Source: an optimization exercise on an open RTL-to-GDS flow (aim: small area and a short achievable clock period). Production flows keep margins and buffers that such runs may drop.
No run shown here included a check of the RTL's function; only the layout flow was run.

==> flow/design.v (outline; a module is shown in full before it is edited, if it fits) <==
// module ROTATING_VECTORING: 3509 lines
module ROTATING_VECTORING(clk, xi, yi, xf, yf);
  // ...
==> flow/run.sh <==
#!/bin/bash
# synth_recipe.tcl (not shown) runs the flow's synth.tcl, then flattens the netlist and writes it again
# the make line also repeats each setting of config.mk as NAME=value (left out here)
make -C /OpenROAD-flow-scripts/flow DESIGN_CONFIG=/design/flow/config.mk WORK_HOME=/design/flow/orfs CLKGATE_MAP_FILE= SYNTH_SCRIPT=/design/flow/synth_recipe.tcl finish
==> flow/config.mk <==
export PLATFORM = sky130hd
export DESIGN_NAME = ROTATING_VECTORING
export DESIGN_NICKNAME = ROTATING_VECTORING
export VERILOG_FILES = /design/flow/design.v
export SDC_FILE = /design/flow/constraint.sdc
export NUM_CORES = 4
export LEC_CHECK = 0
export ABC_AREA = 1
export CAP_MARGIN = 20
export CORE_MARGIN = 2
export CORE_UTILIZATION = 40
export PLACE_DENSITY = 0.75
export SETUP_SLACK_MARGIN = 5
export SLEW_MARGIN = 20
==> flow/constraint.sdc <==
create_clock -name core_clock -period 8.0 [get_ports {clk}]
set_input_delay 1.6000 -clock core_clock [delete_from_list [all_inputs] [get_ports {clk}]]
set_output_delay 1.6000 -clock core_clock [all_outputs]
set_load 0.01 [all_outputs]
==> run summary, run 1 <==
status no timing/DRC/antenna violations; post-DP HPWL 49000 um; WP data arrival 3.66 ns; fraction of area in multi-input gates a little under three fifths; largest family of logic cells by synthesized area adder cells; hold slack between 0.3 and 0.4 ns; CP max stage cell or4_4; Total Wirelength approximately 63000 um; Final Net Count roughly 4200; Post-Synth Simple-Gate Area around 14%; commonest non-fill, non-tap cell in the layout nand2_1; dpl cells around 4600; M1 WL approximately 27000 um; EDFF count, synth 0; routed length per instance between 10 and 15 um; Final Core Density about 47%; share of cells above drive strength 1 a little over a tenth; met2 Use GR about 29%; num sequential 488; area fraction of the dominant cell type after synthesis around a third; Max Cap Viol 0; final setup fails 0; Critical path buffers and inverters 2; Worst Path Max Fanout 2; setup ws final about 4.8 ns; Synth Register Bits a little under 500; H-tree levels 2; Worst Skew between 0.02 and 0.025 ns; Top delay family on crit path adder cells; Post-Syn Area approximately 30000 um^2; reg2reg path depth 14; final hold viol count 0; commonest cells after routing, fill and taps aside nand2_1, dfxtp_1, inv_1; Die Y 281 um; post-synthesis mux area share less than 1%; most common cell in the netlist nand2_1; Root Driver clkbuf_16; vias in the first global route 22200; Clock buffer cells 65; ys flop type dfxtp_1; Non-clock buffer share 3.49%; CTS tree done
==> run 2: changes to the inputs <==
--- a/flow/design.v
+++ b/flow/design.v
@@ -38,100 +38,66 @@
   wire ad1_g15_0 = xi[15] & (yi[15] ^ ad1_m);
   wire ad1_g1_1 = ad1_g1_0 | (ad1_p1 & ad1_g0_0);
   wire ad1_pp1_1 = ad1_p1 & ad1_p0;
-  wire ad1_g2_1 = ad1_g2_0 | (ad1_p2 & ad1_g1_0);
-  wire ad1_pp2_1 = ad1_p2 & ad1_p1;
   wire ad1_g3_1 = ad1_g3_0 | (ad1_p3 & ad1_g2_0);
   wire ad1_pp3_1 = ad1_p3 & ad1_p2;
-  wire ad1_g4_1 = ad1_g4_0 | (ad1_p4 & ad1_g3_0);
-  wire ad1_pp4_1 = ad1_p4 & ad1_p3;
   wire ad1_g5_1 = ad1_g5_0 | (ad1_p5 & ad1_g4_0);
   wire ad1_pp5_1 = ad1_p5 & ad1_p4;
-  wire ad1_g6_1 = ad1_g6_0 | (ad1_p6 & ad1_g5_0);
-  wire ad1_pp6_1 = ad1_p6 & ad1_p5;
   wire ad1_g7_1 = ad1_g7_0 | (ad1_p7 & ad1_g6_0);
   wire ad1_pp7_1 = ad1_p7 & ad1_p6;
-  wire ad1_g8_1 = ad1_g8_0 | (ad1_p8 & ad1_g7_0);
-  wire ad1_pp8_1 = ad1_p8 & ad1_p7;
   wire ad1_g9_1 = ad1_g9_0 | (ad1_p9 & ad1_g8_0);
   wire ad1_pp9_1 = ad1_p9 & ad1_p8;
-  wire ad1_g10_1 = ad1_g10_0 | (ad1_p10 & ad1_g9_0);
-  wire ad1_pp10_1 = ad1_p10 & ad1_p9;
   wire ad1_g11_1 = ad1_g11_0 | (ad1_p11 & ad1_g10_0);
   wire ad1_pp11_1 = ad1_p11 & ad1_p10;
-  wire ad1_g12_1 = ad1_g12_0 | (ad1_p12 & ad1_g11_0);
-  wire ad1_pp12_1 = ad1_p12 & ad1_p11;
   wire ad1_g13_1 = ad1_g13_0 | (ad1_p13 & ad1_g12_0);
   wire ad1_pp13_1 = ad1_p13 & ad1_p12;
-  wire ad1_g14_1 = ad1_g14_0 | (ad1_p14 & ad1_g13_0);
-  wire ad1_pp14_1 = ad1_p14 & ad1_p13;
   wire ad1_g15_1 = ad1_g15_0 | (ad1_p15 & ad1_g14_0);
   wire ad1_pp15_1 = ad1_p15 & ad1_p14;
-  wire ad1_g2_2 = ad1_g2_1 | (ad1_pp2_1 & ad1_g0_0);
-  wire ad1_pp2_2 = ad1_pp2_1 & ad1_p0;
+  wire ad1_g2_2 = ad1_g2_0 | (ad1_p2 & ad1_g1_1);
+  wire ad1_pp2_2 = ad1_p2 & ad1_pp1_1;
   wire ad1_g3_2 = ad1_g3_1 | (ad1_pp3_1 & ad1_g1_1);
   wire ad1_pp3_2 = ad1_pp3_1 & ad1_pp1_1;
-  wire ad1_g4_2 = ad1_g4_1 | (ad1_pp4_1 & ad1_g2_1);
-  wire ad1_pp4_2 = ad1_pp4_1 & ad1_pp2_1;
-  wire ad1_g5_2 = ad1_g5_1 | (ad1_pp5_1 & ad1_g3_1);
-  wire ad1_pp5_2 = ad1_pp5_1 & ad1_pp3_1;
-  wire ad1_g6_2 = ad1_g6_1 | (ad1_pp6_1 & ad1_g4_1);
-  wire ad1_pp6_2 = ad1_pp6_1 & ad1_pp4_1;
+  wire ad1_g6_2 = ad1_g6_0 | (ad1_p6 & ad1_g5_1);
+  wire ad1_pp6_2 = ad1_p6 & ad1_pp5_1;
   wire ad1_g7_2 = ad1_g7_1 | (ad1_pp7_1 & ad1_g5_1);
   wire ad1_pp7_2 = ad1_pp7_1 & ad1_pp5_1;
-  wire ad1_g8_2 = ad1_g8_1 | (ad1_pp8_1 & ad1_g6_1);
-  wire ad1_pp8_2 = ad1_pp8_1 & ad1_pp6_1;
-  wire ad1_g9_2 = ad1_g9_1 | (ad1_pp9_1 & ad1_g7_1);
-  wire ad1_pp9_2 = ad1_pp9_1 & ad1_pp7_1;
-  wire ad1_g10_2 = ad1_g10_1 | (ad1_pp10_1 & ad1_g8_1);
-  wire ad1_pp10_2 = ad1_pp10_1 & ad1_pp8_1;
+  wire ad1_g10_2 = ad1_g10_0 | (ad1_p10 & ad1_g9_1);
+  wire ad1_pp10_2 = ad1_p10 & ad1_pp9_1;
   wire ad1_g11_2 = ad1_g11_1 | (ad1_pp11_1 & ad1_g9_1);
   wire ad1_pp11_2 = ad1_pp11_1 & ad1_pp9_1;
-  wire ad1_g12_2 = ad1_g12_1 | (ad1_pp12_1 & ad1_g10_1);
-  wire ad1_pp12_2 = ad1_pp12_1 & ad1_pp10_1;
-  wire ad1_g13_2 = ad1_g13_1 | (ad1_pp13_1 & ad1_g11_1);
-  wire ad1_pp13_2 = ad1_pp13_1 & ad1_pp11_1;
-  wire ad1_g14_2 = ad1_g14_1 | (ad1_pp14_1 & ad1_g12_1);
-  wire ad1_pp14_2 = ad1_pp14_1 & ad1_pp12_1;
+  wire ad1_g14_2 = ad1_g14_0 | (ad1_p14 & ad1_g13_1);
+  wire ad1_pp14_2 = ad1_p14 & ad1_pp13_1;
   wire ad1_g15_2 = ad1_g15_1 | (ad1_pp15_1 & ad1_g13_1);
   wire ad1_pp15_2 = ad1_pp15_1 & ad1_pp13_1;
-  wire ad1_g4_3 = ad1_g4_2 | (ad1_pp4_2 & ad1_g0_0);
-  wire ad1_pp4_3 = ad1_pp4_2 & ad1_p0;
-  wire ad1_g5_3 = ad1_g5_2 | (ad1_pp5_2 & ad1_g1_1);
-  wire ad1_pp5_3 = ad1_pp5_2 & ad1_pp1_1;
-  wire ad1_g6_3 = ad1_g6_2 | (ad1_pp6_2 & ad1_g2_2);
-  wire ad1_pp6_3 = ad1_pp6_2 & ad1_pp2_2;
+  wire ad1_g4_3 = ad1_g4_0 | (ad1_p4 & ad1_g3_2);
+  wire ad1_pp4_3 = ad1_p4 & ad1_pp3_2;
+  wire ad1_g5_3 = ad1_g5_1 | (ad1_pp5_1 & ad1_g3_2);
+  wire ad1_pp5_3 = ad1_pp5_1 & ad1_pp3_2;
+  wire ad1_g6_3 = ad1_g6_2 | (ad1_pp6_2 & ad1_g3_2);
+  wire ad1_pp6_3 = ad1_pp6_2 & ad1_pp3_2;
   wire ad1_g7_3 = ad1_g7_2 | (ad1_pp7_2 & ad1_g3_2);
   wire ad1_pp7_3 = ad1_pp7_2 & ad1_pp3_2;
-  wire ad1_g8_3 = ad1_g8_2 | (ad1_pp8_2 & ad1_g4_2);
-  wire ad1_pp8_3 = ad1_pp8_2 & ad1_pp4_2;
-  wire ad1_g9_3 = ad1_g9_2 | (ad1_pp9_2 & ad1_g5_2);
-  wire ad1_pp9_3 = ad1_pp9_2 & ad1_pp5_2;
-  wire ad1_g10_3 = ad1_g10_2 | (ad1_pp10_2 & ad1_g6_2);
-  wire ad1_pp10_3 = ad1_pp10_2 & ad1_pp6_2;
-  wire ad1_g11_3 = ad1_g11_2 | (ad1_pp11_2 & ad1_g7_2);
-  wire ad1_pp11_3 = ad1_pp11_2 & ad1_pp7_2;
-  wire ad1_g12_3 = ad1_g12_2 | (ad1_pp12_2 & ad1_g8_2);
-  wire ad1_pp12_3 = ad1_pp12_2 & ad1_pp8_2;
-  wire ad1_g13_3 = ad1_g13_2 | (ad1_pp13_2 & ad1_g9_2);
-  wire ad1_pp13_3 = ad1_pp13_2 & ad1_pp9_2;
-  wire ad1_g14_3 = ad1_g14_2 | (ad1_pp14_2 & ad1_g10_2);
-  wire ad1_pp14_3 = ad1_pp14_2 & ad1_pp10_2;
+  wire ad1_g12_3 = ad1_g12_0 | (ad1_p12 & ad1_g11_2);
+  wire ad1_pp12_3 = ad1_p12 & ad1_pp11_2;
+  wire ad1_g13_3 = ad1_g13_1 | (ad1_pp13_1 & ad1_g11_2);
+  wire ad1_pp13_3 = ad1_pp13_1 & ad1_pp11_2;
+  wire ad1_g14_3 = ad1_g14_2 | (ad1_pp14_2 & ad1_g11_2);
+  wire ad1_pp14_3 = ad1_pp14_2 & ad1_pp11_2;
   wire ad1_g15_3 = ad1_g15_2 | (ad1_pp15_2 & ad1_g11_2);
   wire ad1_pp15_3 = ad1_pp15_2 & ad1_pp11_2;
-  wire ad1_g8_4 = ad1_g8_3 | (ad1_pp8_3 & ad1_g0_0);
-  wire ad1_pp8_4 = ad1_pp8_3 & ad1_p0;
-  wire ad1_g9_4 = ad1_g9_3 | (ad1_pp9_3 & ad1_g1_1);
-  wire ad1_pp9_4 = ad1_pp9_3 & ad1_pp1_1;
-  wire ad1_g10_4 = ad1_g10_3 | (ad1_pp10_3 & ad1_g2_2);
-  wire ad1_pp10_4 = ad1_pp10_3 & ad1_pp2_2;
-  wire ad1_g11_4 = ad1_g11_3 | (ad1_pp11_3 & ad1_g3_2);
-  wire ad1_pp11_4 = ad1_pp11_3 & ad1_pp3_2;
-  wire ad1_g12_4 = ad1_g12_3 | (ad1_pp12_3 & ad1_g4_3);
-  wire ad1_pp12_4 = ad1_pp12_3 & ad1_pp4_3;
-  wire ad1_g13_4 = ad1_g13_3 | (ad1_pp13_3 & ad1_g5_3);
-  wire ad1_pp13_4 = ad1_pp13_3 & ad1_pp5_3;
-  wire ad1_g14_4 = ad1_g14_3 | (ad1_pp14_3 & ad1_g6_3);
-  wire ad1_pp14_4 = ad1_pp14_3 & ad1_pp6_3;
+  wire ad1_g8_4 = ad1_g8_0 | (ad1_p8 & ad1_g7_3);
+  wire ad1_pp8_4 = ad1_p8 & ad1_pp7_3;
+  wire ad1_g9_4 = ad1_g9_1 | (ad1_pp9_1 & ad1_g7_3);
+  wire ad1_pp9_4 = ad1_pp9_1 & ad1_pp7_3;
+  wire ad1_g10_4 = ad1_g10_2 | (ad1_pp10_2 & ad1_g7_3);
+  wire ad1_pp10_4 = ad1_pp10_2 & ad1_pp7_3;
+  wire ad1_g11_4 = ad1_g11_2 | (ad1_pp11_2 & ad1_g7_3);
+  wire ad1_pp11_4 = ad1_pp11_2 & ad1_pp7_3;
+  wire ad1_g12_4 = ad1_g12_3 | (ad1_pp12_3 & ad1_g7_3);
+  wire ad1_pp12_4 = ad1_pp12_3 & ad1_pp7_3;
+  wire ad1_g13_4 = ad1_g13_3 | (ad1_pp13_3 & ad1_g7_3);
+  wire ad1_pp13_4 = ad1_pp13_3 & ad1_pp7_3;
+  wire ad1_g14_4 = ad1_g14_3 | (ad1_pp14_3 & ad1_g7_3);
+  wire ad1_pp14_4 = ad1_pp14_3 & ad1_pp7_3;
   wire ad1_g15_4 = ad1_g15_3 | (ad1_pp15_3 & ad1_g7_3);
   wire ad1_pp15_4 = ad1_pp15_3 & ad1_pp7_3;
   wire [15:0] ad1 = {(ad1_p15 ^ ad1_g14_4), (ad1_p14 ^ ad1_g13_4), (ad1_p13 ^ ad1_g12_4), (ad1_p12 ^ ad1_g11_4), (ad1_p11 ^ ad1_g10_4), (ad1_p10 ^ ad1_g9_4), (ad1_p9 ^ ad1_g8_4), (ad1_p8 ^ ad1_g7_3), (ad1_p7 ^ ad1_g6_3), (ad1_p6 ^ ad1_g5_3), (ad1_p5 ^ ad1_g4_3), (ad1_p4 ^ ad1_g3_2), (ad1_p3 ^ ad1_g2_2), (ad1_p2 ^ ad1_g1_1), (ad1_p1 ^ ad1_g0_0), (ad1_p0 ^ (1'b0 ^ ad1_m))};
@@ -169,100 +135,66 @@
   wire dx_g15_0 = xi[15] & ~yi[15];
   wire dx_g1_1 = dx_g1_0 | (dx_p1 & dx_g0_0);
   wire dx_pp1_1 = dx_p1 & dx_p0;
-  wire dx_g2_1 = dx_g2_0 | (dx_p2 & dx_g1_0);
-  wire dx_pp2_1 = dx_p2 & dx_p1;
   wire dx_g3_1 = dx_g3_0 | (dx_p3 & dx_g2_0);
   wire dx_pp3_1 = dx_p3 & dx_p2;
-  wire dx_g4_1 = dx_g4_0 | (dx_p4 & dx_g3_0);
-  wire dx_pp4_1 = dx_p4 & dx_p3;
   wire dx_g5_1 = dx_g5_0 | (dx_p5 & dx_g4_0);
   wire dx_pp5_1 = dx_p5 & dx_p4;
-  wire dx_g6_1 = dx_g6_0 | (dx_p6 & dx_g5_0);
-  wire dx_pp6_1 = dx_p6 & dx_p5;
   wire dx_g7_1 = dx_g7_0 | (dx_p7 & dx_g6_0);
   wire dx_pp7_1 = dx_p7 & dx_p6;
-  wire dx_g8_1 = dx_g8_0 | (dx_p8 & dx_g7_0);
-  wire dx_pp8_1 = dx_p8 & dx_p7;
   wire dx_g9_1 = dx_g9_0 | (dx_p9 & dx_g8_0);
   wire dx_pp9_1 = dx_p9 & dx_p8;
-  wire dx_g10_1 = dx_g10_0 | (dx_p10 & dx_g9_0);
-  wire dx_pp10_1 = dx_p10 & dx_p9;
   wire dx_g11_1 = dx_g11_0 | (dx_p11 & dx_g10_0);
   wire dx_pp11_1 = dx_p11 & dx_p10;
-  wire dx_g12_1 = dx_g12_0 | (dx_p12 & dx_g11_0);
-  wire dx_pp12_1 = dx_p12 & dx_p11;
   wire dx_g13_1 = dx_g13_0 | (dx_p13 & dx_g12_0);
   wire dx_pp13_1 = dx_p13 & dx_p12;
-  wire dx_g14_1 = dx_g14_0 | (dx_p14 & dx_g13_0);
-  wire dx_pp14_1 = dx_p14 & dx_p13;
   wire dx_g15_1 = dx_g15_0 | (dx_p15 & dx_g14_0);
   wire dx_pp15_1 = dx_p15 & dx_p14;
-  wire dx_g2_2 = dx_g2_1 | (dx_pp2_1 & dx_g0_0);
-  wire dx_pp2_2 = dx_pp2_1 & dx_p0;
+  wire dx_g2_2 = dx_g2_0 | (dx_p2 & dx_g1_1);
+  wire dx_pp2_2 = dx_p2 & dx_pp1_1;
   wire dx_g3_2 = dx_g3_1 | (dx_pp3_1 & dx_g1_1);
   wire dx_pp3_2 = dx_pp3_1 & dx_pp1_1;
-  wire dx_g4_2 = dx_g4_1 | (dx_pp4_1 & dx_g2_1);
-  wire dx_pp4_2 = dx_pp4_1 & dx_pp2_1;
-  wire dx_g5_2 = dx_g5_1 | (dx_pp5_1 & dx_g3_1);
-  wire dx_pp5_2 = dx_pp5_1 & dx_pp3_1;
-  wire dx_g6_2 = dx_g6_1 | (dx_pp6_1 & dx_g4_1);
-  wire dx_pp6_2 = dx_pp6_1 & dx_pp4_1;
+  wire dx_g6_2 = dx_g6_0 | (dx_p6 & dx_g5_1);
+  wire dx_pp6_2 = dx_p6 & dx_pp5_1;
   wire dx_g7_2 = dx_g7_1 | (dx_pp7_1 & dx_g5_1);
   wire dx_pp7_2 = dx_pp7_1 & dx_pp5_1;
-  wire dx_g8_2 = dx_g8_1 | (dx_pp8_1 & dx_g6_1);
-  wire dx_pp8_2 = dx_pp8_1 & dx_pp6_1;
-  wire dx_g9_2 = dx_g9_1 | (dx_pp9_1 & dx_g7_1);
-  wire dx_pp9_2 = dx_pp9_1 & dx_pp7_1;
-  wire dx_g10_2 = dx_g10_1 | (dx_pp10_1 & dx_g8_1);
-  wire dx_pp10_2 = dx_pp10_1 & dx_pp8_1;
+  wire dx_g10_2 = dx_g10_0 | (dx_p10 & dx_g9_1);
+  wire dx_pp10_2 = dx_p10 & dx_pp9_1;
   wire dx_g11_2 = dx_g11_1 | (dx_pp11_1 & dx_g9_1);
   wire dx_pp11_2 = dx_pp11_1 & dx_pp9_1;
-  wire dx_g12_2 = dx_g12_1 | (dx_pp12_1 & dx_g10_1);
-  wire dx_pp12_2 = dx_pp12_1 & dx_pp10_1;
-  wire dx_g13_2 = dx_g13_1 | (dx_pp13_1 & dx_g11_1);
-  wire dx_pp13_2 = dx_pp13_1 & dx_pp11_1;
-  wire dx_g14_2 = dx_g14_1 | (dx_pp14_1 & dx_g12_1);
-  wire dx_pp14_2 = dx_pp14_1 & dx_pp12_1;
+  wire dx_g14_2 = dx_g14_0 | (dx_p14 & dx_g13_1);
+  wire dx_pp14_2 = dx_p14 & dx_pp13_1;
   wire dx_g15_2 = dx_g15_1 | (dx_pp15_1 & dx_g13_1);
   wire dx_pp15_2 = dx_pp15_1 & dx_pp13_1;
-  wire dx_g4_3 = dx_g4_2 | (dx_pp4_2 & dx_g0_0);
-  wire dx_pp4_3 = dx_pp4_2 & dx_p0;
-  wire dx_g5_3 = dx_g5_2 | (dx_pp5_2 & dx_g1_1);
-  wire dx_pp5_3 = dx_pp5_2 & dx_pp1_1;
-  wire dx_g6_3 = dx_g6_2 | (dx_pp6_2 & dx_g2_2);
-  wire dx_pp6_3 = dx_pp6_2 & dx_pp2_2;
+  wire dx_g4_3 = dx_g4_0 | (dx_p4 & dx_g3_2);
+  wire dx_pp4_3 = dx_p4 & dx_pp3_2;
+  wire dx_g5_3 = dx_g5_1 | (dx_pp5_1 & dx_g3_2);
+  wire dx_pp5_3 = dx_pp5_1 & dx_pp3_2;
+  wire dx_g6_3 = dx_g6_2 | (dx_pp6_2 & dx_g3_2);
+  wire dx_pp6_3 = dx_pp6_2 & dx_pp3_2;
   wire dx_g7_3 = dx_g7_2 | (dx_pp7_2 & dx_g3_2);
   wire dx_pp7_3 = dx_pp7_2 & dx_pp3_2;
-  wire dx_g8_3 = dx_g8_2 | (dx_pp8_2 & dx_g4_2);
-  wire dx_pp8_3 = dx_pp8_2 & dx_pp4_2;
-  wire dx_g9_3 = dx_g9_2 | (dx_pp9_2 & dx_g5_2);
-  wire dx_pp9_3 = dx_pp9_2 & dx_pp5_2;
-  wire dx_g10_3 = dx_g10_2 | (dx_pp10_2 & dx_g6_2);
-  wire dx_pp10_3 = dx_pp10_2 & dx_pp6_2;
-  wire dx_g11_3 = dx_g11_2 | (dx_pp11_2 & dx_g7_2);
-  wire dx_pp11_3 = dx_pp11_2 & dx_pp7_2;
-  wire dx_g12_3 = dx_g12_2 | (dx_pp12_2 & dx_g8_2);
-  wire dx_pp12_3 = dx_pp12_2 & dx_pp8_2;
-  wire dx_g13_3 = dx_g13_2 | (dx_pp13_2 & dx_g9_2);
-  wire dx_pp13_3 = dx_pp13_2 & dx_pp9_2;
-  wire dx_g14_3 = dx_g14_2 | (dx_pp14_2 & dx_g10_2);
-  wire dx_pp14_3 = dx_pp14_2 & dx_pp10_2;
+  wire dx_g12_3 = dx_g12_0 | (dx_p12 & dx_g11_2);
+  wire dx_pp12_3 = dx_p12 & dx_pp11_2;
+  wire dx_g13_3 = dx_g13_1 | (dx_pp13_1 & dx_g11_2);
+  wire dx_pp13_3 = dx_pp13_1 & dx_pp11_2;
+  wire dx_g14_3 = dx_g14_2 | (dx_pp14_2 & dx_g11_2);
+  wire dx_pp14_3 = dx_pp14_2 & dx_pp11_2;
   wire dx_g15_3 = dx_g15_2 | (dx_pp15_2 & dx_g11_2);
   wire dx_pp15_3 = dx_pp15_2 & dx_pp11_2;
-  wire dx_g8_4 = dx_g8_3 | (dx_pp8_3 & dx_g0_0);
-  wire dx_pp8_4 = dx_pp8_3 & dx_p0;
-  wire dx_g9_4 = dx_g9_3 | (dx_pp9_3 & dx_g1_1);
-  wire dx_pp9_4 = dx_pp9_3 & dx_pp1_1;
-  wire dx_g10_4 = dx_g10_3 | (dx_pp10_3 & dx_g2_2);
-  wire dx_pp10_4 = dx_pp10_3 & dx_pp2_2;
-  wire dx_g11_4 = dx_g11_3 | (dx_pp11_3 & dx_g3_2);
-  wire dx_pp11_4 = dx_pp11_3 & dx_pp3_2;
-  wire dx_g12_4 = dx_g12_3 | (dx_pp12_3 & dx_g4_3);
-  wire dx_pp12_4 = dx_pp12_3 & dx_pp4_3;
-  wire dx_g13_4 = dx_g13_3 | (dx_pp13_3 & dx_g5_3);
-  wire dx_pp13_4 = dx_pp13_3 & dx_pp5_3;
-  wire dx_g14_4 = dx_g14_3 | (dx_pp14_3 & dx_g6_3);
-  wire dx_pp14_4 = dx_pp14_3 & dx_pp6_3;
+  wire dx_g8_4 = dx_g8_0 | (dx_p8 & dx_g7_3);
+  wire dx_pp8_4 = dx_p8 & dx_pp7_3;
+  wire dx_g9_4 = dx_g9_1 | (dx_pp9_1 & dx_g7_3);
+  wire dx_pp9_4 = dx_pp9_1 & dx_pp7_3;
+  wire dx_g10_4 = dx_g10_2 | (dx_pp10_2 & dx_g7_3);
+  wire dx_pp10_4 = dx_pp10_2 & dx_pp7_3;
+  wire dx_g11_4 = dx_g11_2 | (dx_pp11_2 & dx_g7_3);
+  wire dx_pp11_4 = dx_pp11_2 & dx_pp7_3;
+  wire dx_g12_4 = dx_g12_3 | (dx_pp12_3 & dx_g7_3);
+  wire dx_pp12_4 = dx_pp12_3 & dx_pp7_3;
+  wire dx_g13_4 = dx_g13_3 | (dx_pp13_3 & dx_g7_3);
+  wire dx_pp13_4 = dx_pp13_3 & dx_pp7_3;
+  wire dx_g14_4 = dx_g14_3 | (dx_pp14_3 & dx_g7_3);
+  wire dx_pp14_4 = dx_pp14_3 & dx_pp7_3;
   wire dx_g15_4 = dx_g15_3 | (dx_pp15_3 & dx_g7_3);
   wire dx_pp15_4 = dx_pp15_3 & dx_pp7_3;
   wire [15:0] dx_0 = {(dx_p15 ^ dx_g14_4), (dx_p14 ^ dx_g13_4), (dx_p13 ^ dx_g12_4), (dx_p12 ^ dx_g11_4), (dx_p11 ^ dx_g10_4), (dx_p10 ^ dx_g9_4), (dx_p9 ^ dx_g8_4), (dx_p8 ^ dx_g7_3), (dx_p7 ^ dx_g6_3), (dx_p6 ^ dx_g5_3), (dx_p5 ^ dx_g4_3), (dx_p4 ^ dx_g3_2), (dx_p3 ^ dx_g2_2), (dx_p2 ^ dx_g1_1), (dx_p1 ^ dx_g0_0), dx_p0};
@@ -324,14 +256,12 @@
   reg [15:0] rx1, ry1, vn1;
   reg ve0;
   reg [1:1] rd1;    
-  reg rq1;          
   always @(posedge clk) begin
     rx1 <= dx_1;
     ry1 <= ad1;
     vn1 <= (~dx_0);
     ve0 <= yi[15];
     rd1 <= dn1;
-    rq1 <= ~dn1;
   end
   wire [15:0] vx1 = ve0 ? rx1 : ry1;
   wire [15:0] vy1 = ve0 ? ry1 : vn1;
@@ -534,12 +464,10 @@
   wire [15:0] ad3 = {(ad3_p15 ^ ad3_g14_4), (ad3_p14 ^ ad3_g13_4), (ad3_p13 ^ ad3_g12_4), (ad3_p12 ^ ad3_g11_4), (ad3_p11 ^ ad3_g10_4), (ad3_p10 ^ ad3_g9_4), (ad3_p9 ^ ad3_g8_4), (ad3_p8 ^ ad3_g7_3), (ad3_p7 ^ ad3_g6_3), (ad3_p6 ^ ad3_g5_3), (ad3_p5 ^ ad3_g4_3), (ad3_p4 ^ ad3_g3_2), (ad3_p3 ^ ad3_g2_2), (ad3_p2 ^ ad3_g1_1), (ad3_p1 ^ ad3_g0_0), (ad3_p0 ^ ((vx1[15] & (|vx1[0:0])) ^ ad3_m))};
   reg [15:0] vx2, vy2;
   reg [1:0] vE2;    
-  reg vq2;    
   always @(posedge clk) begin
     vx2 <= ad2;
     vy2 <= ad3;
     vE2 <= {ve1, ve0};
-    vq2 <= ~ad3[15];
   end
   wire ve2 = vy2[15];
   wire ad4_m = ~(~ve2);
@@ -640,7 +568,7 @@
   wire ad4_g15_4 = ad4_g15_3 | (ad4_pp15_3 & ad4_g7_3);
   wire ad4_pp15_4 = ad4_pp15_3 & ad4_pp7_3;
   wire [15:0] ad4 = {(ad4_p15 ^ ad4_g14_4), (ad4_p14 ^ ad4_g13_4), (ad4_p13 ^ ad4_g12_4), (ad4_p12 ^ ad4_g11_4), (ad4_p11 ^ ad4_g10_4), (ad4_p10 ^ ad4_g9_4), (ad4_p9 ^ ad4_g8_4), (ad4_p8 ^ ad4_g7_3), (ad4_p7 ^ ad4_g6_3), (ad4_p6 ^ ad4_g5_3), (ad4_p5 ^ ad4_g4_3), (ad4_p4 ^ ad4_g3_2), (ad4_p3 ^ ad4_g2_2), (ad4_p2 ^ ad4_g1_1), (ad4_p1 ^ ad4_g0_0), (ad4_p0 ^ ((vy2[15] & (|vy2[1:0])) ^ ad4_m))};
-  wire ad5_m = ~(~vq2);
+  wire ad5_m = ~(ve2);
   wire ad5_p0 = vy2[0] ^ (vx2[2] ^ ad5_m);
   wire ad5_p1 = vy2[1] ^ (vx2[3] ^ ad5_m);
   wire ad5_p2 = vy2[2] ^ (vx2[4] ^ ad5_m);
@@ -740,12 +668,10 @@
   wire [15:0] ad5 = {(ad5_p15 ^ ad5_g14_4), (ad5_p14 ^ ad5_g13_4), (ad5_p13 ^ ad5_g12_4), (ad5_p12 ^ ad5_g11_4), (ad5_p11 ^ ad5_g10_4), (ad5_p10 ^ ad5_g9_4), (ad5_p9 ^ ad5_g8_4), (ad5_p8 ^ ad5_g7_3), (ad5_p7 ^ ad5_g6_3), (ad5_p6 ^ ad5_g5_3), (ad5_p5 ^ ad5_g4_3), (ad5_p4 ^ ad5_g3_2), (ad5_p3 ^ ad5_g2_2), (ad5_p2 ^ ad5_g1_1), (ad5_p1 ^ ad5_g0_0), (ad5_p0 ^ ((vx2[15] & (|vx2[1:0])) ^ ad5_m))};
   reg [15:0] vx3, vy3;
   reg [2:0] vE3;    
-  reg vq3;    
   always @(posedge clk) begin
     vx3 <= ad4;
     vy3 <= ad5;
     vE3 <= {ve2, vE2};
-    vq3 <= ~ad5[15];
   end
   wire ve3 = vy3[15];
   wire ad6_m = ~(~ve3);
@@ -846,7 +772,7 @@
   wire ad6_g15_4 = ad6_g15_3 | (ad6_pp15_3 & ad6_g7_3);
   wire ad6_pp15_4 = ad6_pp15_3 & ad6_pp7_3;
   wire [15:0] ad6 = {(ad6_p15 ^ ad6_g14_4), (ad6_p14 ^ ad6_g13_4), (ad6_p13 ^ ad6_g12_4), (ad6_p12 ^ ad6_g11_4), (ad6_p11 ^ ad6_g10_4), (ad6_p10 ^ ad6_g9_4), (ad6_p9 ^ ad6_g8_4), (ad6_p8 ^ ad6_g7_3), (ad6_p7 ^ ad6_g6_3), (ad6_p6 ^ ad6_g5_3), (ad6_p5 ^ ad6_g4_3), (ad6_p4 ^ ad6_g3_2), (ad6_p3 ^ ad6_g2_2), (ad6_p2 ^ ad6_g1_1), (ad6_p1 ^ ad6_g0_0), (ad6_p0 ^ ((vy3[15] & (|vy3[2:0])) ^ ad6_m))};
-  wire ad7_m = ~(~vq3);
+  wire ad7_m = ~(ve3);
   wire ad7_p0 = vy3[0] ^ (vx3[3] ^ ad7_m);
   wire ad7_p1 = vy3[1] ^ (vx3[4] ^ ad7_m);
   wire ad7_p2 = vy3[2] ^ (vx3[5] ^ ad7_m);
@@ -946,12 +872,10 @@
   wire [15:0] ad7 = {(ad7_p15 ^ ad7_g14_4), (ad7_p14 ^ ad7_g13_4), (ad7_p13 ^ ad7_g12_4), (ad7_p12 ^ ad7_g11_4), (ad7_p11 ^ ad7_g10_4), (ad7_p10 ^ ad7_g9_4), (ad7_p9 ^ ad7_g8_4), (ad7_p8 ^ ad7_g7_3), (ad7_p7 ^ ad7_g6_3), (ad7_p6 ^ ad7_g5_3), (ad7_p5 ^ ad7_g4_3), (ad7_p4 ^ ad7_g3_2), (ad7_p3 ^ ad7_g2_2), (ad7_p2 ^ ad7_g1_1), (ad7_p1 ^ ad7_g0_0), (ad7_p0 ^ ((vx3[15] & (|vx3[2:0])) ^ ad7_m))};
   reg [15:0] vx4, vy4;
   reg [3:0] vE4;    
-  reg vq4;    
   always @(posedge clk) begin
     vx4 <= ad6;
     vy4 <= ad7;
     vE4 <= {ve3, vE3};
-    vq4 <= ~ad7[15];
   end
   wire ve4 = vy4[15];
   wire ad8_m = ~(~ve4);
@@ -1052,7 +976,7 @@
   wire ad8_g15_4 = ad8_g15_3 | (ad8_pp15_3 & ad8_g7_3);
   wire ad8_pp15_4 = ad8_pp15_3 & ad8_pp7_3;
   wire [15:0] ad8 = {(ad8_p15 ^ ad8_g14_4), (ad8_p14 ^ ad8_g13_4), (ad8_p13 ^ ad8_g12_4), (ad8_p12 ^ ad8_g11_4), (ad8_p11 ^ ad8_g10_4), (ad8_p10 ^ ad8_g9_4), (ad8_p9 ^ ad8_g8_4), (ad8_p8 ^ ad8_g7_3), (ad8_p7 ^ ad8_g6_3), (ad8_p6 ^ ad8_g5_3), (ad8_p5 ^ ad8_g4_3), (ad8_p4 ^ ad8_g3_2), (ad8_p3 ^ ad8_g2_2), (ad8_p2 ^ ad8_g1_1), (ad8_p1 ^ ad8_g0_0), (ad8_p0 ^ ((vy4[15] & (|vy4[3:0])) ^ ad8_m))};
-  wire ad9_m = ~(~vq4);
+  wire ad9_m = ~(ve4);
   wire ad9_p0 = vy4[0] ^ (vx4[4] ^ ad9_m);
   wire ad9_p1 = vy4[1] ^ (vx4[5] ^ ad9_m);
   wire ad9_p2 = vy4[2] ^ (vx4[6] ^ ad9_m);
@@ -1152,12 +1076,10 @@
   wire [15:0] ad9 = {(ad9_p15 ^ ad9_g14_4), (ad9_p14 ^ ad9_g13_4), (ad9_p13 ^ ad9_g12_4), (ad9_p12 ^ ad9_g11_4), (ad9_p11 ^ ad9_g10_4), (ad9_p10 ^ ad9_g9_4), (ad9_p9 ^ ad9_g8_4), (ad9_p8 ^ ad9_g7_3), (ad9_p7 ^ ad9_g6_3), (ad9_p6 ^ ad9_g5_3), (ad9_p5 ^ ad9_g4_3), (ad9_p4 ^ ad9_g3_2), (ad9_p3 ^ ad9_g2_2), (ad9_p2 ^ ad9_g1_1), (ad9_p1 ^ ad9_g0_0), (ad9_p0 ^ ((vx4[15] & (|vx4[3:0])) ^ ad9_m))};
   reg [15:0] vx5, vy5;
   reg [4:0] vE5;    
-  reg vq5;    
   always @(posedge clk) begin
     vx5 <= ad8;
     vy5 <= ad9;
     vE5 <= {ve4, vE4};
-    vq5 <= ~ad9[15];
   end
   wire ve5 = vy5[15];
   wire ad10_m = ~(~ve5);
@@ -1258,7 +1180,7 @@
   wire ad10_g15_4 = ad10_g15_3 | (ad10_pp15_3 & ad10_g7_3);
   wire ad10_pp15_4 = ad10_pp15_3 & ad10_pp7_3;
   wire [15:0] ad10 = {(ad10_p15 ^ ad10_g14_4), (ad10_p14 ^ ad10_g13_4), (ad10_p13 ^ ad10_g12_4), (ad10_p12 ^ ad10_g11_4), (ad10_p11 ^ ad10_g10_4), (ad10_p10 ^ ad10_g9_4), (ad10_p9 ^ ad10_g8_4), (ad10_p8 ^ ad10_g7_3), (ad10_p7 ^ ad10_g6_3), (ad10_p6 ^ ad10_g5_3), (ad10_p5 ^ ad10_g4_3), (ad10_p4 ^ ad10_g3_2), (ad10_p3 ^ ad10_g2_2), (ad10_p2 ^ ad10_g1_1), (ad10_p1 ^ ad10_g0_0), (ad10_p0 ^ ((vy5[15] & (|vy5[4:0])) ^ ad10_m))};
-  wire ad11_m = ~(~vq5);
+  wire ad11_m = ~(ve5);
   wire ad11_p0 = vy5[0] ^ (vx5[5] ^ ad11_m);
   wire ad11_p1 = vy5[1] ^ (vx5[6] ^ ad11_m);
   wire ad11_p2 = vy5[2] ^ (vx5[7] ^ ad11_m);
@@ -1361,16 +1283,14 @@
   reg [15:0] vy6;
   wire [15:0] vx6 = {vx6h, 5'd0, vx6z};
   reg [5:0] vE6;    
-  reg vq6;    
   always @(posedge clk) begin
     vx6h <= ad10[15:6];
     vx6z <= |ad10[5:0];
     vy6 <= ad11;
     vE6 <= {ve5, vE5};
-    vq6 <= ~ad11[15];
   end
   wire ve6 = vy6[15];
-  wire ad12_m = ~(~vq6);
+  wire ad12_m = ~(ve6);
   wire ad12_p0 = vy6[0] ^ (vx6[6] ^ ad12_m);
   wire ad12_p1 = vy6[1] ^ (vx6[7] ^ ad12_m);
   wire ad12_p2 = vy6[2] ^ (vx6[8] ^ ad12_m);
@@ -1567,7 +1487,7 @@
   wire ad13_g15_4 = ad13_g15_3 | (ad13_pp15_3 & ad13_g7_3);
   wire ad13_pp15_4 = ad13_pp15_3 & ad13_pp7_3;
   wire [15:0] ad13 = {(ad13_p15 ^ ad13_g14_4), (ad13_p14 ^ ad13_g13_4), (ad13_p13 ^ ad13_g12_4), (ad13_p12 ^ ad13_g11_4), (ad13_p11 ^ ad13_g10_4), (ad13_p10 ^ ad13_g9_4), (ad13_p9 ^ ad13_g8_4), (ad13_p8 ^ ad13_g7_3), (ad13_p7 ^ ad13_g6_3), (ad13_p6 ^ ad13_g5_3), (ad13_p5 ^ ad13_g4_3), (ad13_p4 ^ ad13_g3_2), (ad13_p3 ^ ad13_g2_2), (ad13_p2 ^ ad13_g1_1), (ad13_p1 ^ ad13_g0_0), (ad13_p0 ^ ((ry1[15] & (|ry1[0:0])) ^ ad13_m))};
-  wire ad14_m = ~(rq1);
+  wire ad14_m = ~(~rd1[1]);
   wire ad14_p0 = ry1[0] ^ (rx1[1] ^ ad14_m);
   wire ad14_p1 = ry1[1] ^ (rx1[2] ^ ad14_m);
   wire ad14_p2 = ry1[2] ^ (rx1[3] ^ ad14_m);
@@ -1703,12 +1623,10 @@
   assign c1_new_n27 = (~c1_new_n24 & c1_new_n26);
   assign dn2 = ~((~c1_new_n21 & ~c1_new_n27));
   reg [2:1] rd2;
-  reg rq2;    
   always @(posedge clk) begin
     rx2 <= ad13;
     ry2 <= ad14;
     rd2 <= {dn2, rd1[1:1]};
-    rq2 <= ~dn2;
   end
   wire ad15_m = ~(rd2[2]);
   wire ad15_p0 = rx2[0] ^ (ry2[2] ^ ad15_m);
@@ -1808,7 +1726,7 @@
   wire ad15_g15_4 = ad15_g15_3 | (ad15_pp15_3 & ad15_g7_3);
   wire ad15_pp15_4 = ad15_pp15_3 & ad15_pp7_3;
   wire [15:0] ad15 = {(ad15_p15 ^ ad15_g14_4), (ad15_p14 ^ ad15_g13_4), (ad15_p13 ^ ad15_g12_4), (ad15_p12 ^ ad15_g11_4), (ad15_p11 ^ ad15_g10_4), (ad15_p10 ^ ad15_g9_4), (ad15_p9 ^ ad15_g8_4), (ad15_p8 ^ ad15_g7_3), (ad15_p7 ^ ad15_g6_3), (ad15_p6 ^ ad15_g5_3), (ad15_p5 ^ ad15_g4_3), (ad15_p4 ^ ad15_g3_2), (ad15_p3 ^ ad15_g2_2), (ad15_p2 ^ ad15_g1_1), (ad15_p1 ^ ad15_g0_0), (ad15_p0 ^ ((ry2[15] & (|ry2[1:0])) ^ ad15_m))};
-  wire ad16_m = ~(rq2);
+  wire ad16_m = ~(~rd2[2]);
   wire ad16_p0 = ry2[0] ^ (rx2[2] ^ ad16_m);
   wire ad16_p1 = ry2[1] ^ (rx2[3] ^ ad16_m);
   wire ad16_p2 = ry2[2] ^ (rx2[4] ^ ad16_m);
@@ -1960,12 +1878,10 @@
   assign c2_new_n36 = (~c2_new_n30 & c2_new_n35);
   assign dn3 = ~((~c2_new_n27 & ~c2_new_n36));
   reg [3:1] rd3;
-  reg rq3;    
   always @(posedge clk) begin
     rx3 <= ad15;
     ry3 <= ad16;
     rd3 <= {dn3, rd2[2:1]};
-    rq3 <= ~dn3;
   end
   wire ad17_m = ~(rd3[3]);
   wire ad17_p0 = rx3[0] ^ (ry3[3] ^ ad17_m);
@@ -2065,7 +1981,7 @@
   wire ad17_g15_4 = ad17_g15_3 | (ad17_pp15_3 & ad17_g7_3);
   wire ad17_pp15_4 = ad17_pp15_3 & ad17_pp7_3;
   wire [15:0] ad17 = {(ad17_p15 ^ ad17_g14_4), (ad17_p14 ^ ad17_g13_4), (ad17_p13 ^ ad17_g12_4), (ad17_p12 ^ ad17_g11_4), (ad17_p11 ^ ad17_g10_4), (ad17_p10 ^ ad17_g9_4), (ad17_p9 ^ ad17_g8_4), (ad17_p8 ^ ad17_g7_3), (ad17_p7 ^ ad17_g6_3), (ad17_p6 ^ ad17_g5_3), (ad17_p5 ^ ad17_g4_3), (ad17_p4 ^ ad17_g3_2), (ad17_p3 ^ ad17_g2_2), (ad17_p2 ^ ad17_g1_1), (ad17_p1 ^ ad17_g0_0), (ad17_p0 ^ ((ry3[15] & (|ry3[2:0])) ^ ad17_m))};
-  wire ad18_m = ~(rq3);
+  wire ad18_m = ~(~rd3[3]);
   wire ad18_p0 = ry3[0] ^ (rx3[3] ^ ad18_m);
   wire ad18_p1 = ry3[1] ^ (rx3[4] ^ ad18_m);
   wire ad18_p2 = ry3[2] ^ (rx3[5] ^ ad18_m);
@@ -2247,12 +2163,10 @@
   assign c3_new_n52 = (~c3_new_n29 & c3_new_n51);
   assign dn4 = ~((~c3_new_n23 & c3_new_n52));
   reg [4:1] rd4;
-  reg rq4;    
   always @(posedge clk) begin
     rx4 <= ad17;
     ry4 <= ad18;
     rd4 <= {dn4, rd3[3:1]};
-    rq4 <= ~dn4;
   end
   wire ad19_m = ~(rd4[4]);
   wire ad19_p0 = rx4[0] ^ (ry4[4] ^ ad19_m);
@@ -2352,7 +2266,7 @@
   wire ad19_g15_4 = ad19_g15_3 | (ad19_pp15_3 & ad19_g7_3);
   wire ad19_pp15_4 = ad19_pp15_3 & ad19_pp7_3;
   wire [15:0] ad19 = {(ad19_p15 ^ ad19_g14_4), (ad19_p14 ^ ad19_g13_4), (ad19_p13 ^ ad19_g12_4), (ad19_p12 ^ ad19_g11_4), (ad19_p11 ^ ad19_g10_4), (ad19_p10 ^ ad19_g9_4), (ad19_p9 ^ ad19_g8_4), (ad19_p8 ^ ad19_g7_3), (ad19_p7 ^ ad19_g6_3), (ad19_p6 ^ ad19_g5_3), (ad19_p5 ^ ad19_g4_3), (ad19_p4 ^ ad19_g3_2), (ad19_p3 ^ ad19_g2_2), (ad19_p2 ^ ad19_g1_1), (ad19_p1 ^ ad19_g0_0), (ad19_p0 ^ ((ry4[15] & (|ry4[3:0])) ^ ad19_m))};
-  wire ad20_m = ~(rq4);
+  wire ad20_m = ~(~rd4[4]);
   wire ad20_p0 = ry4[0] ^ (rx4[4] ^ ad20_m);
   wire ad20_p1 = ry4[1] ^ (rx4[5] ^ ad20_m);
   wire ad20_p2 = ry4[2] ^ (rx4[6] ^ ad20_m);
@@ -2586,12 +2500,10 @@
   assign c4_new_n79 = (c4_new_n63 & c4_new_n78);
   assign dn5 = ~((~c4_new_n33 & c4_new_n79));
   reg [5:1] rd5;
-  reg rq5;    
   always @(posedge clk) begin
     rx5 <= ad19;
     ry5 <= ad20;
     rd5 <= {dn5, rd4[4:1]};
-    rq5 <= ~dn5;
   end
   wire ad21_m = ~(rd5[5]);
   wire ad21_p0 = rx5[0] ^ (ry5[5] ^ ad21_m);
@@ -2691,7 +2603,7 @@
   wire ad21_g15_4 = ad21_g15_3 | (ad21_pp15_3 & ad21_g7_3);
   wire ad21_pp15_4 = ad21_pp15_3 & ad21_pp7_3;
   wire [15:0] ad21 = {(ad21_p15 ^ ad21_g14_4), (ad21_p14 ^ ad21_g13_4), (ad21_p13 ^ ad21_g12_4), (ad21_p12 ^ ad21_g11_4), (ad21_p11 ^ ad21_g10_4), (ad21_p10 ^ ad21_g9_4), (ad21_p9 ^ ad21_g8_4), (ad21_p8 ^ ad21_g7_3), (ad21_p7 ^ ad21_g6_3), (ad21_p6 ^ ad21_g5_3), (ad21_p5 ^ ad21_g4_3), (ad21_p4 ^ ad21_g3_2), (ad21_p3 ^ ad21_g2_2), (ad21_p2 ^ ad21_g1_1), (ad21_p1 ^ ad21_g0_0), (ad21_p0 ^ ((ry5[15] & (|ry5[4:0])) ^ ad21_m))};
-  wire ad22_m = ~(rq5);
+  wire ad22_m = ~(~rd5[5]);
   wire ad22_p0 = ry5[0] ^ (rx5[5] ^ ad22_m);
   wire ad22_p1 = ry5[1] ^ (rx5[6] ^ ad22_m);
   wire ad22_p2 = ry5[2] ^ (rx5[7] ^ ad22_m);
@@ -2931,12 +2843,10 @@
   assign c5_new_n83 = (~c5_new_n62 & ~c5_new_n82);
   assign dn6 = (~c5_new_n60 & ~c5_new_n83);
   reg [6:1] rd6;
-  reg rq6;    
   always @(posedge clk) begin
     rx6 <= ad21;
     ry6 <= ad22;
     rd6 <= {dn6, rd5[5:1]};
-    rq6 <= ~dn6;
   end
   wire ad23_m = ~(rd6[6]);
   wire ad23_p0 = rx6[0] ^ (ry6[6] ^ ad23_m);
@@ -3036,7 +2946,7 @@
   wire ad23_g15_4 = ad23_g15_3 | (ad23_pp15_3 & ad23_g7_3);
   wire ad23_pp15_4 = ad23_pp15_3 & ad23_pp7_3;
   wire [15:0] ad23 = {(ad23_p15 ^ ad23_g14_4), (ad23_p14 ^ ad23_g13_4), (ad23_p13 ^ ad23_g12_4), (ad23_p12 ^ ad23_g11_4), (ad23_p11 ^ ad23_g10_4), (ad23_p10 ^ ad23_g9_4), (ad23_p9 ^ ad23_g8_4), (ad23_p8 ^ ad23_g7_3), (ad23_p7 ^ ad23_g6_3), (ad23_p6 ^ ad23_g5_3), (ad23_p5 ^ ad23_g4_3), (ad23_p4 ^ ad23_g3_2), (ad23_p3 ^ ad23_g2_2), (ad23_p2 ^ ad23_g1_1), (ad23_p1 ^ ad23_g0_0), (ad23_p0 ^ ((ry6[15] & (|ry6[5:0])) ^ ad23_m))};
-  wire ad24_m = ~(rq6);
+  wire ad24_m = ~(~rd6[6]);
   wire ad24_p0 = ry6[0] ^ (rx6[6] ^ ad24_m);
   wire ad24_p1 = ry6[1] ^ (rx6[7] ^ ad24_m);
   wire ad24_p2 = ry6[2] ^ (rx6[8] ^ ad24_m);
@@ -3296,12 +3206,10 @@
   assign c6_new_n94 = (c6_new_n71 & ~c6_new_n93);
   assign dn7 = ~((~c6_new_n85 & ~c6_new_n94));
   reg [7:7] rd7;
-  reg rq7;    
   always @(posedge clk) begin
     rx7 <= ad23;
     ry7 <= ad24;
     rd7 <= dn7;
-    rq7 <= ~dn7;
   end
   wire ad25_m = ~(rd7[7]);
   wire ad25_p0 = rx7[0] ^ (ry7[7] ^ ad25_m);
@@ -3401,7 +3309,7 @@
   wire ad25_g15_4 = ad25_g15_3 | (ad25_pp15_3 & ad25_g7_3);
   wire ad25_pp15_4 = ad25_pp15_3 & ad25_pp7_3;
   wire [15:0] ad25 = {(ad25_p15 ^ ad25_g14_4), (ad25_p14 ^ ad25_g13_4), (ad25_p13 ^ ad25_g12_4), (ad25_p12 ^ ad25_g11_4), (ad25_p11 ^ ad25_g10_4), (ad25_p10 ^ ad25_g9_4), (ad25_p9 ^ ad25_g8_4), (ad25_p8 ^ ad25_g7_3), (ad25_p7 ^ ad25_g6_3), (ad25_p6 ^ ad25_g5_3), (ad25_p5 ^ ad25_g4_3), (ad25_p4 ^ ad25_g3_2), (ad25_p3 ^ ad25_g2_2), (ad25_p2 ^ ad25_g1_1), (ad25_p1 ^ ad25_g0_0), (ad25_p0 ^ ((ry7[15] & (|ry7[6:0])) ^ ad25_m))};
-  wire ad26_m = ~(rq7);
+  wire ad26_m = ~(~rd7[7]);
   wire ad26_p0 = ry7[0] ^ (rx7[7] ^ ad26_m);
   wire ad26_p1 = ry7[1] ^ (rx7[8] ^ ad26_m);
   wire ad26_p2 = ry7[2] ^ (rx7[9] ^ ad26_m);
--- a/flow/config.mk
+++ b/flow/config.mk
@@ -9,6 +9,5 @@
 export CAP_MARGIN = 20
 export CORE_MARGIN = 2
 export CORE_UTILIZATION = 40
-export PLACE_DENSITY = 0.75
 export SETUP_SLACK_MARGIN = 5
 export SLEW_MARGIN = 20
==> run 2 against run 1 <==
Effect of this change: critical path type is now in2reg; global-route usage fell by 0.58 points; critical endpoint is now rx1[9]; first-iteration DRC count down 13%; register-to-register slack better by 0.19 ns.
==> run summary, run 2 <==
status no timing/DRC/antenna violations (unchanged); YS warnings 1 (unchanged); largest area contributor in the netlist dfxtp_1 (unchanged); Vias 21000 (was 22600); routed length per instance 13.1 um (was 13.3 um); final hold viol count 0 (unchanged); Worst path max stage delay 0.53 ns (about the same); Top delay family on crit path adder cells (unchanged); Netlist cell types 58 (was 48); vias in the first global route 20400 (was 22200); Total Wirelength 59400 um (was 63200 um); post-synthesis net count 3907 (was 4040); CTS tree done (unchanged); post-synthesis mux area share 0.0375% (was 0.0326%); Final Max Slew Viols 0 (unchanged); Post-Synth Simple-Gate Area 15.1% (was 14.4%); # rows 100 (was 101); Post-Synth XOR/XNOR Area 15.9% (was 16.6%); CP cell instances clkdlybuf4s50_1 -> ha_4 -> a21oi_4 -> nand2_2 -> nand2_4 -> nand2_8 -> fa_2 -> o21bai_4 -> xor2_1 (was or4_4 -> o21ai_2 -> xor2_1 -> fa_2 -> fa_2 -> nand3b_1 -> nand2_2 -> nand3_2 -> nand2_2 -> nand2_2 -> a21oi_4 -> inv_2 -> fa_2 -> inv_1); Peak Freq 337 MHz (was 317 MHz); largest family of logic cells by synthesized area adder cells (unchanged); WP data arrival 3.46 ns (was 3.66 ns); relative slew slack 55.9% (was 39.7%); grt ovf 0 (unchanged); Final Net Count 4044 (was 4173); required time of the critical path 8.49 ns (was 8.50 ns); commonest cells after routing, fill and taps aside nand2_1, dfxtp_1, inv_1 (unchanged); Synth top cells by count nand2_1, dfxtp_1, inv_1 (unchanged); Synth area leaders dfxtp_1, ha_1, xor2_1, fa_1, nand2_1 (was dfxtp_1, ha_1, xor2_1, fa_1, xnor2_1); Syn Area/Cell 8.83 um^2 (was 8.68 um^2); Tightest Pin Transition 0.659 ns (was 0.898 ns); commonest non-fill, non-tap cell in the layout nand2_1 (unchanged); Root Driver clkbuf_16 (unchanged); final period utilization 37.1% (was 39.5%); Die Y 278 um (was 281 um); share of cells above drive strength 1 10.9% (was 10.6%); initial antenna violation count 1 (was 0); CP Class in2reg (was reg2reg); H-tree levels 2 (unchanged); area fraction of the dominant cell type after synthesis 31.7% (was 31.8%); hold slack 0.320 ns (was 0.316 ns); asr flop ratio synth 0% (unchanged); GPL Wtd Cong 0.853 (was 0.906); maximum number of pins on one net before global-route repair 36 (was 32); clock latency at the later pin of the worst-skew pair 0.62 ns (about the same); most common cell in the netlist nand2_1 (unchanged); CP Launch Type input port (was flop); Starting Density 40.4% (about the same); vias per inst 4.60 (was 4.76); post-DP HPWL 46600 um (was 49000 um); EDFF count, synth 0 (unchanged); Synth Register Bits 476 (was 488); Final min period 2.97 ns (was 3.16 ns); ys flop type dfxtp_1 (unchanged); cts bufs inserted 54 (was 53); Worst Path Max Fanout 5 (was 2); Horiz. Die Dim 278 um (was 281 um); Hold Path Class reg2reg (unchanged); DRT antenna net count 0 (unchanged); Compound-Gate Fraction of Synth Area 8.89% (was 8.91%); Reg clk slew, reported paths 0.06 ns (about the same); critical path endpoint category flop (unchanged); Max Cap Viol 0 (unchanged); post-synthesis sequential area ratio 31.7% (was 31.8%); clock sink count 476 (was 488); # port buffers 64 (unchanged); Post-Syn Area 30000 um^2 (was 30700 um^2); Worst Skew 0.0314 ns (was 0.0226 ns); die area 77300 um^2 (was 79100 um^2); core box area 74400 um^2 (was 76100 um^2); Ports 65 (unchanged); Starting DRT DRC Count 820 (was 945); CP max stage cell clkdlybuf4s50_1 (was or4_4); Critical path buffers and inverters 1 (was 2); drt first pass iters 5 (unchanged); clock buffer depth 3 (unchanged); GRT Total Usage 15.1% (was 15.7%); synthesized instance count 3404 (was 3542); first-pass GRT wire length 98000 um (was 103000 um); Synth Area in Adders 22.8% (was 21.9%); RSZ-0062 raised after global routing yes (unchanged); final setup fails 0 (unchanged); Layout area overhead 16.4% (was 16.0%); drc violations 0 (unchanged); Setup TNS Final 0 ns (unchanged)
==> run 2: cell count changes after synthesis, moves of 7 or more <==
cell and delta:
inv_1 -74, xnor2_1 -40, nand2_1 -21, o21ai_0 -15, nand2_2 +14, dfxtp_1 -12, a31oi_1 -9, inv_2 +9
nor2_1 -8, a21o_1 +7, nand3b_1 -7
==> run 2: worst paths after layout <==
check / from / endpoint / slack (ns) / cells after the start
worst max register to register: vx5[3] / vy6[8] / 5.03 / 13
worst min register to register: vE4[3] / vE5[3] / 0.32 / 0
worst max-delay path: xi[6] / rx1[9] / 5.03 / 9
worst min-delay path: vE4[3] / vE5[3] / 0.32 / 0
==> run 2: timing repair <==
action	CTS	global route
hold buffers	0	0
setup buffers	20	34
cloned	1	6
setup endpoints to repair	127	93
resized for setup	124	121
pin swaps	22	43
==> run 2: final cells by class <==
type | instances | area [um^2]
Fill cell | 7035 | 39500
Multi-Input combinational cell | 2504 | 19500
Sequential cell | 476 | 9560
Clock buffer | 68 | 1480
Inverter | 368 | 1410
Timing Repair Buffer | 137 | 1380
Tap cell | 969 | 1210
Clock inverter | 30 | 479
Antenna cell | 1 | 2.50
==> run 2: per-stage QoR <==
step           area (um^2)  util [%]  instances  setup slack, ns
2_1_floorplan        30200         -       3404             4.69
3_3_place_gp         31800      42.7       4393             3.75
3_5_place_dp         31800      42.7       4393             3.73
4_1_cts              34200      45.9       4512             4.96
5_1_grt              35000      47.0       4553             4.92
6_report             35000      47.0       4553             5.03
==> run 2: metal layers <==
layer | up-vias | wire, um | GRT usage (%)
met2 | 230 | 29000 | 27.2
met1 | 9351 | 27300 | 18.8
met5 | - | 0 | 0
li1 | 11300 | - | -
met4 | 0 | 1360 | 4.21
met3 | 93 | 1730 | 2.06
==> run 2: cells by family (layout without fill, tap and decap cells) <==
kind of cell	after synthesis	count (layout)
AND/OR/NAND/NOR	1058	1058
flip-flops	476	476
XOR/XNOR	546	546
AO/OA/AOI/OAI	429	429
other	0	1
buffers and inverters	424	603
adder cells (fa/ha/maj)	470	470
multiplexers	1	1
==> run 3: changes to the inputs <==
--- a/flow/config.mk
+++ b/flow/config.mk
@@ -9,5 +9,8 @@
 export CAP_MARGIN = 20
 export CORE_MARGIN = 2
 export CORE_UTILIZATION = 40
+export CTS_CLUSTER_DIAMETER = 100
+export CTS_CLUSTER_SIZE = 24
+export PLACE_DENSITY = 0.75
 export SETUP_SLACK_MARGIN = 5
 export SLEW_MARGIN = 20
==> run 3 against run 2 <==
Effect of this change: still clean; register-to-register slack is essentially flat; cell count is 1.6% lower; global-route usage down 0.55 points; area after synthesis stayed put; critical path depth did not move; sequential share of layout area is 1.1 points higher; first-iteration DRC count increased by 11%; utilization is 1.8 points lower; sequential cell count unchanged; largest cell class unchanged.
==> run summary, run 3 <==
cts bufs inserted 25 (was 54); vias in the first global route 20800 (was 20400); Die Y 278 um (unchanged); Horiz. Die Dim 278 um (unchanged); Peak Freq 335 MHz (was 337 MHz); Starting Density 40.4% (unchanged); Tightest Pin Transition 0.742 ns (was 0.659 ns); die area 77300 um^2 (unchanged); WP data arrival 3.46 ns (about the same); asr flop ratio synth 0% (unchanged); Ports 65 (unchanged); Final Max Slew Viols 0 (unchanged); Max Cap Viol 0 (unchanged); post-DP HPWL 45200 um (was 46600 um); Synth top cells by count nand2_1, dfxtp_1, inv_1 (unchanged); status no timing/DRC/antenna violations (unchanged); Syn Area/Cell 8.83 um^2 (unchanged); GRT Total Usage 14.6% (was 15.1%); Post-Syn Area 30000 um^2 (unchanged); critical path endpoint category flop (unchanged); commonest cells after routing, fill and taps aside nand2_1, dfxtp_1, inv_1 (unchanged); clock latency at the later pin of the worst-skew pair 0.58 ns (was 0.62 ns); Hold Path Class reg2reg (unchanged); Hold Path End E[5] (was vE5[3]); area fraction of the dominant cell type after synthesis 31.7% (unchanged); CP max stage cell clkdlybuf4s50_1 (unchanged); H-tree levels 1 (was 2); Crit path depth 9 (unchanged); Worst Path Max Fanout 4 (was 5); core box area 74400 um^2 (unchanged); Starting DRT DRC Count 911 (was 820); Final Net Count 4012 (was 4044); reg2reg path depth 14 (was 13); synthesized instance count 3404 (unchanged); Netlist cell types 58 (unchanged); Root Driver clkbuf_16 (unchanged); clock sink count 476 (unchanged); post-synthesis net count 3907 (unchanged); required time of the critical path 8.48 ns (was 8.49 ns); maximum number of pins on one net before global-route repair 32 (was 36); Layout area overhead 12.1% (was 16.4%); GPL Wtd Cong 0.890 (was 0.853); CP Launch Type input port (unchanged); drt first pass iters 5 (unchanged); initial antenna violation count 0 (was 1); Min-Delay Startpoint vE6[5] (was vE4[3]); Setup TNS Final 0 ns (unchanged); Worst path max stage delay 0.53 ns (about the same); YS warnings 1 (unchanged); antenna diode count 0 (was 1); first-pass GRT wire length 96300 um (was 98000 um); dpl cells 4391 (was 4393); Vias 21400 (was 21000); final hold viol count 0 (unchanged); post-synthesis sequential area ratio 31.7% (unchanged); Total Wirelength 57400 um (was 59400 um); EDFF count, synth 0 (unchanged); share of cells above drive strength 1 9.37% (was 10.9%); # port buffers 64 (unchanged); final period utilization 37.3% (was 37.1%); Top delay family on crit path adder cells (unchanged); CP Class in2reg (unchanged); reg2reg start rx5[1] (was vx5[3]); Critical path buffers and inverters 1 (unchanged); relative slew slack 50.0% (was 55.9%); drc violations 0 (unchanged); routed length per instance 12.8 um (was 13.1 um); vias per inst 4.78 (was 4.60); largest area contributor in the netlist dfxtp_1 (unchanged); DRT antenna net count 0 (unchanged); Synth Register Bits 476 (unchanged); r2r endpoint ry6[9] (was vy6[8]); CTS tree done (unchanged); Worst Skew 0.0208 ns (was 0.0314 ns); Reg clk slew, reported paths 0.10 ns (was 0.06 ns); Synth area leaders dfxtp_1, ha_1, xor2_1, fa_1, nand2_1 (unchanged); commonest non-fill, non-tap cell in the layout nand2_1 (unchanged); most common cell in the netlist nand2_1 (unchanged); Final min period 2.99 ns (was 2.97 ns); CP cell instances clkdlybuf4s50_1 -> ha_4 -> a21oi_4 -> nand2_2 -> nand2_4 -> nand2_8 -> fa_2 -> o21bai_1 -> xor2_1 (was clkdlybuf4s50_1 -> ha_4 -> a21oi_4 -> nand2_2 -> nand2_4 -> nand2_8 -> fa_2 -> o21bai_4 -> xor2_1); # rows 100 (unchanged); worst hold stages 0 (unchanged); r2r setup slk 5.04 ns (was 5.03 ns); RSZ-0062 raised after global routing yes (unchanged); grt ovf 0 (unchanged); final setup fails 0 (unchanged); Non-Filler Instances 4482 (was 4553); ys flop type dfxtp_1 (unchanged); clock buffer depth 3 (unchanged)
[run 3: worst reg2reg max path: cells and delay by family, from the launching register on]
family / cells / cell delay (ns)
adders and majority gates: 3 / 1.03
and+or+nand+nor: 7 / 0.97
xor gates and xnor gates: 2 / 0.34
DFF: 1 / 0.33
AOI/OAI and AO/OA: 1 / 0.15
buffers and inverters: 1 / 0.04
[run 3: cell families (layout without fill, tap and decap cells)]
| group | count (synthesis) | after routing | share of synthesized area (%) |
|---|---|---|---|
| simple gates | 1058 | 1058 | 15.1 |
| xor+xnor | 546 | 546 | 15.9 |
| flops | 476 | 476 | 31.7 |
| fa+ha+maj | 470 | 470 | 22.8 |
| compound gates | 429 | 430 | 8.89 |
| buf+inv | 424 | 532 | 5.58 |
| mux | 1 | 1 | 0.0375 |
[run 3: worst max path at each step]
stage	startpoint	to	slack [ns]
6_report	xi[6]	rx1[9]	5.01
3_5_place_dp	yi[0]	ry1[9]	3.74
5_1_grt	vy2[15]	vy3[9]	4.91
2_1_floorplan	xi[0]	ry1[9]	4.69
3_3_place_gp	yi[0]	ry1[9]	3.78
4_1_cts	rx7[0]	yo[9]	4.96
[run 3: cell type report]
class | instances | area [um^2]
clock inverters | 6 | 92.6
clock buffers | 25 | 626
multi-input cells | 2505 | 19500
inverters | 368 | 1410
well taps | 969 | 1210
fillers | 6835 | 40800
flip-flops and latches | 476 | 9570
repair buffers | 133 | 1290
[run 3: metrics by stage]
step	cell area (um^2)	setup slack, ns	util, %	hold slack (ns)
floorplan	30200	4.69	-	0.310
global placement	31800	3.78	42.7	0.311
detailed placement	31800	3.74	42.7	0.312
CTS	33000	4.96	44.3	0.329
global route	33700	4.91	45.2	0.340
finish	33700	5.01	45.2	0.331
[run 3: routing by layer]
metal  GRT usage (%)  routed length, um  vias up  share of wire (%)
met3            1.56               1830      122                3.2
met5               0                  0        -                  0
li1                -                  -    11200                  -
met4            5.52               2310        0                4.0
met1            17.2              24900     9755                 43
met2            27.0              28300      375                 49
[run 3: timing repair]
item / 4_1_cts / 5_1_grt
pin swaps: 27 / 43
buffers inserted: 29 / 27
gates cloned: 2 / 2
hold buffers: 0 / 0
endpoints found under the setup margin: 144 / 71
resized for setup: 126 / 130
endpoints found under the hold margin: 0 / 0

==> afterwards: timing with drivers on the ports <==
No port has a modelled driver above. Below, the same layouts with a new extraction and two added sets of constraints. Step 1 assumes that a clkbuf_16 drives the clock port and a buf_2 every other input. Step 2 times the ports against the registers' clock, not the clock port: input delays grow and output delays shrink by t, the midpoint of the rising clock arrivals with the driver on. a / b / c = no drivers / after step 1 / after step 2; a / b = the first two.
run | t, ns | slack for setup (ns) | latest minus earliest clock arrival (ns) | worst register clock-pin slew, ns
run 1 | 0.669 | 4.843 / 4.843 / 4.459 | 0.023 / 0.024 | 0.07 / 0.07
run 2 | 0.663 | 5.032 / 5.033 / 4.402 | 0.033 / 0.033 | 0.06 / 0.06
run 3 | 0.625 | 5.014 / 5.039 / 4.426 | 0.025 / 0.026 | 0.10 / 0.10
After both steps every run listed still meets setup and hold. For run 2, which loses most, drivers alone change the setup slack by +0.001 ns; drivers and shift together by -0.630 ns.
